From an optimization exercise on the open Yosys and OpenROAD flow, aimed at small area and a short achievable clock period; shortcuts taken in it are not production practice.
Where RTL was checked, it was by simulation tests only, not by an equivalence proof against the original.
Power figures rest on the tool's default switching activity, not on a simulated workload.

==> inputs of exp/harbor <==
==> flow/design.v <==
module pwm_ch (
	input  logic        clk_i,
	input  logic        rst_ni,
	input  logic [1:0]  ctrl_i,    
	input  logic [31:0] div_i,
	input  logic        div_v_i,
	input  logic [31:0] per_i,
	input  logic        per_v_i,
	input  logic [31:0] dc_i,
	input  logic        dc_v_i,
	output logic        pts_o,
	output logic        pts_d_o,   
	output logic        oe_o
);
	logic [31:0] c1;    
	logic        y;     
	logic        ph;
	logic [31:0] pc;    
	logic        z;     
	function automatic lt32;
		input [31:0] a;
		input [31:0] b;
		reg [31:0] l, e;
		integer i, s;
		begin
			l = ~a & b;
			e = ~(a ^ b);
			for (s = 1; s < 32; s = s * 2)
				for (i = 0; i < 32; i = i + 2 * s) begin
					l[i] = l[i + s] | (e[i + s] & l[i]);
					e[i] = e[i + s] & e[i];
				end
			lt32 = l[0];
		end
	endfunction
	function automatic [31:0] pre32;
		input [31:0] a;
		reg [31:0] p;
		integer i, s;
		begin
			p = {a[30:0], 1'b1};
			for (s = 1; s < 32; s = s * 2)
				for (i = 0; i < 32; i = i + 1)
					if ((i / s) % 2 == 1)
						p[i] = p[i] & p[(i / s) * s - 1];
			pre32 = p;
		end
	endfunction
	wire en     = ctrl_i[1];
	wire eq     = div_v_i ? (c1 == div_i) : (c1 == 32'd0);
	wire match  = y ? (div_v_i & (div_i == 32'd1)) : eq;
	wire tick   = en & match & ~ph;
	wire load   = tick & ctrl_i[0];
	wire lt_per = z ? (per_v_i & (per_i != 32'd0)) : (per_v_i & lt32(pc, per_i));
	wire lt_dc  = z ? (dc_v_i & (dc_i != 32'd0)) : (dc_v_i & lt32(pc, dc_i));
	wire [31:0] c1_inc = c1 ^ pre32(c1);
	wire [31:0] pc_inc = pc ^ pre32(pc);
	assign pts_d_o = load ? lt_dc : pts_o;
	always_ff @(posedge clk_i) begin
		if (en)
			c1 <= y ? 32'd2 : c1_inc;
		if (load)
			pc <= z ? 32'd1 : pc_inc;
	end
	always_ff @(posedge clk_i or negedge rst_ni)
		if (!rst_ni) begin
			y     <= 1'b1;
			ph    <= 1'b0;
			z     <= 1'b1;
			pts_o <= 1'b0;
			oe_o  <= 1'b0;
		end else begin
			if (en)
				y <= match;
			ph    <= ph ^ (en & match);
			if (load)
				z <= ~lt_per;
			pts_o <= pts_d_o;
			oe_o  <= oe_o | load;
		end
endmodule
module	apb_pwm #(parameter DATA_WIDTH = 32,
                        ADDR_WIDTH = 8)(
	input   logic                   PCLK_i,
	input   logic                   PRST_ni,
	input   logic                   PWRITE_i,
	input   logic [ADDR_WIDTH -1:0] PADDR_i,
	input   logic [DATA_WIDTH -1:0] PWDATA_i,
	input   logic                   PSEL_i,PENABLE_i,
	output  logic [DATA_WIDTH -1:0] PRDATA_o,
	output  logic                   o_pwm_1,
	output  logic                   o_pwm_2,
	output  logic                   oe_pwm1,
	output  logic                   oe_pwm2,
	output  logic                   PSLVERR_o,PREADY_o
);
	wire       hit = (PADDR_i[7:5] == 3'd0) && (PADDR_i[1:0] == 2'd0);
	wire [2:0] idx = PADDR_i[4:2];
	wire       wr  = PSEL_i & PENABLE_i & PWRITE_i & hit;
	wire       rs  = PSEL_i & ~PENABLE_i & ~PWRITE_i & hit;
	wire [7:0] we = {8{wr}} & (8'd1 << idx);
	logic [2:0] ctrl_1, ctrl_2;
	always_ff @(posedge PCLK_i or negedge PRST_ni)
		if (!PRST_ni) begin
			ctrl_1 <= 3'd0;
			ctrl_2 <= 3'd0;
		end else begin
			if (we[0]) ctrl_1 <= PWDATA_i[2:0];
			if (we[4]) ctrl_2 <= PWDATA_i[2:0];
		end
	logic [31:0] div_1, per_1, dc_1, div_2, per_2, dc_2;
	logic [7:0]  v;    
	always_ff @(posedge PCLK_i)
		begin
			if (we[1]) div_1 <= PWDATA_i;
			if (we[2]) per_1 <= PWDATA_i;
			if (we[3]) dc_1  <= PWDATA_i;
			if (we[5]) div_2 <= PWDATA_i;
			if (we[6]) per_2 <= PWDATA_i;
			if (we[7]) dc_2  <= PWDATA_i;
		end
	always_ff @(posedge PCLK_i or negedge PRST_ni)
		if (!PRST_ni)
			v <= 8'd0;
		else
			v <= v | {we[7:5], 1'b0, we[3:1], 1'b0};
	logic [31:0] rdata_d;
	always_comb begin
		rdata_d = 32'd0;
		if (rs)
			case (idx)
				3'd0: rdata_d = {29'd0, ctrl_1};
				3'd1: rdata_d = v[1] ? div_1 : 32'd0;
				3'd2: rdata_d = v[2] ? per_1 : 32'd0;
				3'd3: rdata_d = v[3] ? dc_1  : 32'd0;
				3'd4: rdata_d = {29'd0, ctrl_2};
				3'd5: rdata_d = v[5] ? div_2 : 32'd0;
				3'd6: rdata_d = v[6] ? per_2 : 32'd0;
				3'd7: rdata_d = v[7] ? dc_2  : 32'd0;
			endcase
	end
	always_ff @(posedge PCLK_i or negedge PRST_ni)
		if (!PRST_ni)
			PRDATA_o <= 32'd0;
		else
			PRDATA_o <= rdata_d;
	logic pts_1, pts_2, pts_d_1, pts_d_2;
	pwm_ch ch1 (.clk_i(PCLK_i), .rst_ni(PRST_ni), .ctrl_i(ctrl_1[1:0]),
		.div_i(div_1), .div_v_i(v[1]), .per_i(per_1), .per_v_i(v[2]),
		.dc_i(dc_1), .dc_v_i(v[3]), .pts_o(pts_1), .pts_d_o(pts_d_1), .oe_o(oe_pwm1));
	pwm_ch ch2 (.clk_i(PCLK_i), .rst_ni(PRST_ni), .ctrl_i(ctrl_2[1:0]),
		.div_i(div_2), .div_v_i(v[5]), .per_i(per_2), .per_v_i(v[6]),
		.dc_i(dc_2), .dc_v_i(v[7]), .pts_o(pts_2), .pts_d_o(pts_d_2), .oe_o(oe_pwm2));
	wire gate_d_1 = we[0] ? PWDATA_i[2] : ctrl_1[2];
	wire gate_d_2 = we[4] ? PWDATA_i[2] : ctrl_2[2];
	always_ff @(posedge PCLK_i or negedge PRST_ni)
		if (!PRST_ni) begin
			o_pwm_1 <= 1'b0;
			o_pwm_2 <= 1'b0;
		end else begin
			o_pwm_1 <= gate_d_1 & pts_d_1;
			o_pwm_2 <= gate_d_2 & pts_d_2;
		end
	assign PSLVERR_o = 1'b0;
	assign PREADY_o  = 1'b1;
endmodule
==> flow/flow/run.sh <==
#!/bin/bash
# The standard layout (standard.sh) with these changes:
#  - synthesis keeps adders as plain logic for ABC (no adder-cell extraction)
#    and, when flow/abc.script exists, maps with that ABC script instead of
#    ORFS's; registers and their names are those of the standard synthesis
#  - ports get buf_1 buffers (sized later by repair) instead of delay cells
# make's full output goes to standard.log; ORFS's own logs are in orfs/logs.
set -euo pipefail
W=$PWD
args=(ADDER_MAP_FILE= "BUFFER_PORTS_ARGS=-buffer_cell sky130_fd_sc_hd__buf_1" "SYNTH_SCRIPT=$W/flow/my_synth.tcl")
if [[ -f flow/abc.script ]]; then args+=("MY_ABC_SCRIPT=$W/flow/abc.script"); fi
if [[ -f flow/extra.vars ]]; then while read -r l; do [[ -n "$l" ]] && args+=("$l"); done < flow/extra.vars; fi
bash standard.sh "${args[@]}" finish > standard.log 2>&1
==> flow/flow/my_synth.tcl <==
proc synth {args} { yosys synth -nofsm -noshare {*}$args }
proc abc {args} {
  set i [lsearch -exact $args -script]
  if {$i >= 0 && [info exists ::env(MY_ABC_SCRIPT)] && $::env(MY_ABC_SCRIPT) ne ""} {
    lset args [expr {$i + 1}] $::env(MY_ABC_SCRIPT)
  }
  yosys abc {*}$args
}
source $::env(SCRIPTS_DIR)/synth.tcl
# left out here: clear keep_hierarchy, flatten, clean up, hide names made inside functions, write 1_2_yosys.v
==> flow/standard.sh <==
#!/bin/bash
# synth_recipe.tcl (not shown) runs the flow's synth.tcl, then flattens the netlist and writes it again
# the make line also repeats each setting of config.mk as NAME=value (left out here)
make -C /OpenROAD-flow-scripts/flow DESIGN_CONFIG=/design/flow/config.mk WORK_HOME=/design/flow/orfs CLKGATE_MAP_FILE= SYNTH_SCRIPT=/design/flow/synth_recipe.tcl "${@:-finish}"
==> flow/config.mk <==
export PLATFORM = sky130hd
export DESIGN_NAME = apb_pwm
export DESIGN_NICKNAME = apb_pwm
export VERILOG_FILES = /design/flow/design.v
export SDC_FILE = /design/flow/constraint.sdc
export NUM_CORES = 4
export LEC_CHECK = 0
export CAP_MARGIN = 20
export CORE_MARGIN = 2
export CORE_UTILIZATION = 50
export CTS_BUF_LIST = sky130_fd_sc_hd__clkbuf_16
export CTS_CLUSTER_DIAMETER = 80
export CTS_CLUSTER_SIZE = 24
export SETUP_SLACK_MARGIN = 2.8
export SLEW_MARGIN = 20
==> flow/constraint.sdc <==
create_clock -name core_clock -period 5.0 [get_ports {PCLK_i}]
set_input_delay 1.0000 -clock core_clock [delete_from_list [all_inputs] [get_ports {PCLK_i}]]
set_output_delay 1.0000 -clock core_clock [all_outputs]
set_load 0.01 [all_outputs]
==> exp/maple: changes against exp/harbor <==
==> flow/design.v, changed modules only <==
module pwm_ch (
	input  logic        clk_i,
	input  logic        rst_ni,
	input  logic [1:0]  ctrl_i,    
	input  logic [31:0] div_i,
	input  logic        div_v_i,
	input  logic [31:0] per_i,
	input  logic        per_v_i,
	input  logic [31:0] dc_i,
	input  logic        dc_v_i,
	output logic        pts_o,
	output logic        pts_d_o,   
	output logic        oe_o
);
	logic [31:0] c1;
	logic        ph;
	logic [31:0] pc;
	function automatic lt32;
		input [31:0] a;
		input [31:0] b;
		reg [31:0] l, e;
		integer i, s;
		begin
			l = ~a & b;
			e = ~(a ^ b);
			for (s = 1; s < 32; s = s * 2)
				for (i = 0; i < 32; i = i + 2 * s) begin
					l[i] = l[i + s] | (e[i + s] & l[i]);
					e[i] = e[i + s] & e[i];
				end
			lt32 = l[0];
		end
	endfunction
	function automatic [31:0] pre32;
		input [31:0] a;
		reg [31:0] p;
		integer i, s;
		begin
			p = {a[30:0], 1'b1};
			for (s = 1; s < 32; s = s * 2)
				for (i = 0; i < 32; i = i + 1)
					if ((i / s) % 2 == 1)
						p[i] = p[i] & p[(i / s) * s - 1];
			pre32 = p;
		end
	endfunction
	wire en    = ctrl_i[1];
	wire match = div_v_i ? (c1 == div_i) : (c1 == 32'd0);
	wire tick  = en & match & ~ph;
	wire wrap  = ~per_v_i | ~lt32(pc, per_i);
	wire below = dc_v_i & lt32(pc, dc_i);
	wire load  = tick & ctrl_i[0];
	wire [31:0] c1_inc = c1 ^ pre32(c1);
	wire [31:0] pc_inc = pc ^ pre32(pc);
	assign pts_d_o = load ? below : pts_o;
	always_ff @(posedge clk_i or negedge rst_ni)
		if (!rst_ni) begin
			c1    <= 32'd1;
			ph    <= 1'b0;
			pc    <= 32'd0;
			pts_o <= 1'b0;
			oe_o  <= 1'b0;
		end else begin
			if (en)
				c1 <= match ? 32'd1 : c1_inc;
			ph    <= ph ^ (en & match);
			if (load)
				pc <= wrap ? 32'd0 : pc_inc;
			pts_o <= pts_d_o;
			oe_o  <= oe_o | load;
		end
endmodule
==> flow/flow/abc.script (new file) <==
strash
dc2
dch
map
topo
stime -c
SETUP_SLACK_MARGIN = 2.6   (was 2.8)
TNS_END_PERCENT = 0   (was not set)
==> exp/umber: changes against exp/harbor <==
==> flow/design.v, changed modules only <==
module pwm_ch (
	input  logic        clk_i,
	input  logic        rst_ni,
	input  logic [1:0]  ctrl_i,    
	input  logic [31:0] div_i,
	input  logic        div_v_i,
	input  logic [31:0] per_i,
	input  logic        per_v_i,
	input  logic [31:0] dc_i,
	input  logic        dc_v_i,
	output logic        pts_o,
	output logic        oe_o
);
	logic [31:0] c1;
	logic        ph;
	logic [31:0] pc;
	wire match = div_v_i ? (c1 == div_i) : (c1 == 32'd0);
	wire tick  = ctrl_i[1] & match & ~ph;
	wire wrap  = ~per_v_i | (pc >= per_i);
	wire below = dc_v_i & (pc < dc_i);
	always_ff @(posedge clk_i or negedge rst_ni)
		if (!rst_ni) begin
			c1 <= 32'd1;
			ph <= 1'b0;
		end else if (ctrl_i[1]) begin
			if (match) begin
				c1 <= 32'd1;
				ph <= ~ph;
			end else
				c1 <= c1 + 32'd1;
		end
	always_ff @(posedge clk_i or negedge rst_ni)
		if (!rst_ni) begin
			pc    <= 32'd0;
			pts_o <= 1'b0;
			oe_o  <= 1'b0;
		end else if (tick & ctrl_i[0]) begin
			oe_o  <= 1'b1;
			pc    <= wrap ? 32'd0 : pc + 32'd1;
			pts_o <= below;
		end
endmodule
module	apb_pwm #(parameter DATA_WIDTH = 32,
                        ADDR_WIDTH = 8)(
	input   logic                   PCLK_i,
	input   logic                   PRST_ni,
	input   logic                   PWRITE_i,
	input   logic [ADDR_WIDTH -1:0] PADDR_i,
	input   logic [DATA_WIDTH -1:0] PWDATA_i,
	input   logic                   PSEL_i,PENABLE_i,
	output  logic [DATA_WIDTH -1:0] PRDATA_o,
	output  logic                   o_pwm_1,
	output  logic                   o_pwm_2,
	output  logic                   oe_pwm1,
	output  logic                   oe_pwm2,
	output  logic                   PSLVERR_o,PREADY_o
);
	wire       hit = (PADDR_i[7:5] == 3'd0) && (PADDR_i[1:0] == 2'd0);
	wire [2:0] idx = PADDR_i[4:2];
	wire       wr  = PSEL_i & PENABLE_i & PWRITE_i & hit;
	wire       rs  = PSEL_i & ~PENABLE_i & ~PWRITE_i & hit;
	logic [7:0] we;
	always_comb begin
		we = 8'd0;
		we[idx] = wr;
	end
	logic [2:0] ctrl_1, ctrl_2;
	always_ff @(posedge PCLK_i or negedge PRST_ni)
		if (!PRST_ni) begin
			ctrl_1 <= 3'd0;
			ctrl_2 <= 3'd0;
		end else begin
			if (we[0]) ctrl_1 <= PWDATA_i[2:0];
			if (we[4]) ctrl_2 <= PWDATA_i[2:0];
		end
	logic [31:0] div_1, per_1, dc_1, div_2, per_2, dc_2;
	logic [7:0]  v;    
	always_ff @(posedge PCLK_i)
		begin
			if (we[1]) div_1 <= PWDATA_i;
			if (we[2]) per_1 <= PWDATA_i;
			if (we[3]) dc_1  <= PWDATA_i;
			if (we[5]) div_2 <= PWDATA_i;
			if (we[6]) per_2 <= PWDATA_i;
			if (we[7]) dc_2  <= PWDATA_i;
		end
	always_ff @(posedge PCLK_i or negedge PRST_ni)
		if (!PRST_ni)
			v <= 8'd0;
		else
			v <= v | {we[7:5], 1'b0, we[3:1], 1'b0};
	logic [31:0] rdata_d;
	always_comb begin
		rdata_d = 32'd0;
		if (rs)
			case (idx)
				3'd0: rdata_d = {29'd0, ctrl_1};
				3'd1: rdata_d = v[1] ? div_1 : 32'd0;
				3'd2: rdata_d = v[2] ? per_1 : 32'd0;
				3'd3: rdata_d = v[3] ? dc_1  : 32'd0;
				3'd4: rdata_d = {29'd0, ctrl_2};
				3'd5: rdata_d = v[5] ? div_2 : 32'd0;
				3'd6: rdata_d = v[6] ? per_2 : 32'd0;
				3'd7: rdata_d = v[7] ? dc_2  : 32'd0;
			endcase
	end
	always_ff @(posedge PCLK_i or negedge PRST_ni)
		if (!PRST_ni)
			PRDATA_o <= 32'd0;
		else
			PRDATA_o <= rdata_d;
	logic pts_1, pts_2;
	pwm_ch ch1 (.clk_i(PCLK_i), .rst_ni(PRST_ni), .ctrl_i(ctrl_1[1:0]),
		.div_i(div_1), .div_v_i(v[1]), .per_i(per_1), .per_v_i(v[2]),
		.dc_i(dc_1), .dc_v_i(v[3]), .pts_o(pts_1), .oe_o(oe_pwm1));
	pwm_ch ch2 (.clk_i(PCLK_i), .rst_ni(PRST_ni), .ctrl_i(ctrl_2[1:0]),
		.div_i(div_2), .div_v_i(v[5]), .per_i(per_2), .per_v_i(v[6]),
		.dc_i(dc_2), .dc_v_i(v[7]), .pts_o(pts_2), .oe_o(oe_pwm2));
	assign o_pwm_1   = ctrl_1[2] & pts_1;
	assign o_pwm_2   = ctrl_2[2] & pts_2;
	assign PSLVERR_o = 1'b0;
	assign PREADY_o  = 1'b1;
endmodule
==> flow/run.sh (new file) <==
#!/bin/bash
# synth_recipe.tcl (not shown) runs the flow's synth.tcl, then flattens the netlist and writes it again
# the make line also repeats each setting of config.mk as NAME=value (left out here)
make -C /OpenROAD-flow-scripts/flow DESIGN_CONFIG=/design/flow/config.mk WORK_HOME=/design/flow/orfs CLKGATE_MAP_FILE= SYNTH_SCRIPT=/design/flow/synth_recipe.tcl finish
ABC_AREA = 1   (was not set)
CTS_BUF_LIST = not set   (was sky130_fd_sc_hd__clkbuf_16)
CTS_CLUSTER_DIAMETER = not set   (was 80)
CTS_CLUSTER_SIZE = not set   (was 24)
SETUP_SLACK_MARGIN = 2.5   (was 2.8)
removed: flow/flow/run.sh
removed: flow/flow/my_synth.tcl
removed: flow/standard.sh
==> notes.md <==
metric                                                                         exp/umber               exp/harbor                exp/maple
Result of the run                                                complete, no violations  complete, no violations  complete, no violations
Number of enable-type register cells in the synthesized netlist                      192                      320                      192
Met2 global-route usage                                                            0.550                    0.517                    0.483
Gates resized, CTS repair                                                             62                       81                       14
Global-route track usage on met3                                                  0.0753                   0.0592                   0.0317
Met1 usage in global routing                                                       0.511                    0.464                    0.428
XOR/XNOR share of the synthesized area                                            0.0462                    0.107                   0.0207
Instance area after placement                                                 23,400 µm²               20,700 µm²               18,600 µm²
Std-Cell Core Area                                                            43,300 µm²               38,800 µm²               34,400 µm²
Tcrit/Tclk final                                                                   0.495                    0.530                    0.785
Power consumed by the clock network                                            0.00324 W                0.00205 W                0.00197 W
Master of the slowest instance on the critical path                      clkdlybuf4s50_1                    or4_4                  dfrtp_2
R2R Path Start                                                                 ch2.pc[1]                div_2[18]               ch1.c1[30]
No functional check of the RTL was part of exp/harbor and exp/umber.

==> separate check: timing with driven ports <==
The results above use ideal ports. As a check the final layouts listed here were re-extracted and re-timed, cells and wires unchanged. Step 1, drivers: a clkbuf_16 drives PCLK_i and a buf_2 each remaining input, both assumed. Step 2 moves the port delays by t, midway between the first and last clock arrival at a register: inputs arrive t later, outputs are due t later. That takes back most of the time a late clock gives input paths. Slacks: ideal / step 1 / step 2; pairs: ideal / step 1.
run | t (ns) | setup WS [ns] | worst hold slack (ns) | worst slew at a driven data input, ns | cell pins on the clock port's net
exp/harbor | 0.621 | 2.351 / 2.351 / 2.064 | 0.455 / 0.423 / 0.473 | 0.09 | 1
exp/maple | 0.601 | 1.076 / 1.076 / 1.076 | 0.474 / 0.455 / 0.474 | 0.04 | 1
exp/umber | 0.633 | 2.526 / 2.468 / 1.941 | 0.455 / 0.433 / 0.464 | 0.04 | 1
After both steps every run listed still meets setup and hold. For exp/umber, which loses most, drivers alone change the setup slack by -0.058 ns; drivers and shift together by -0.585 ns.
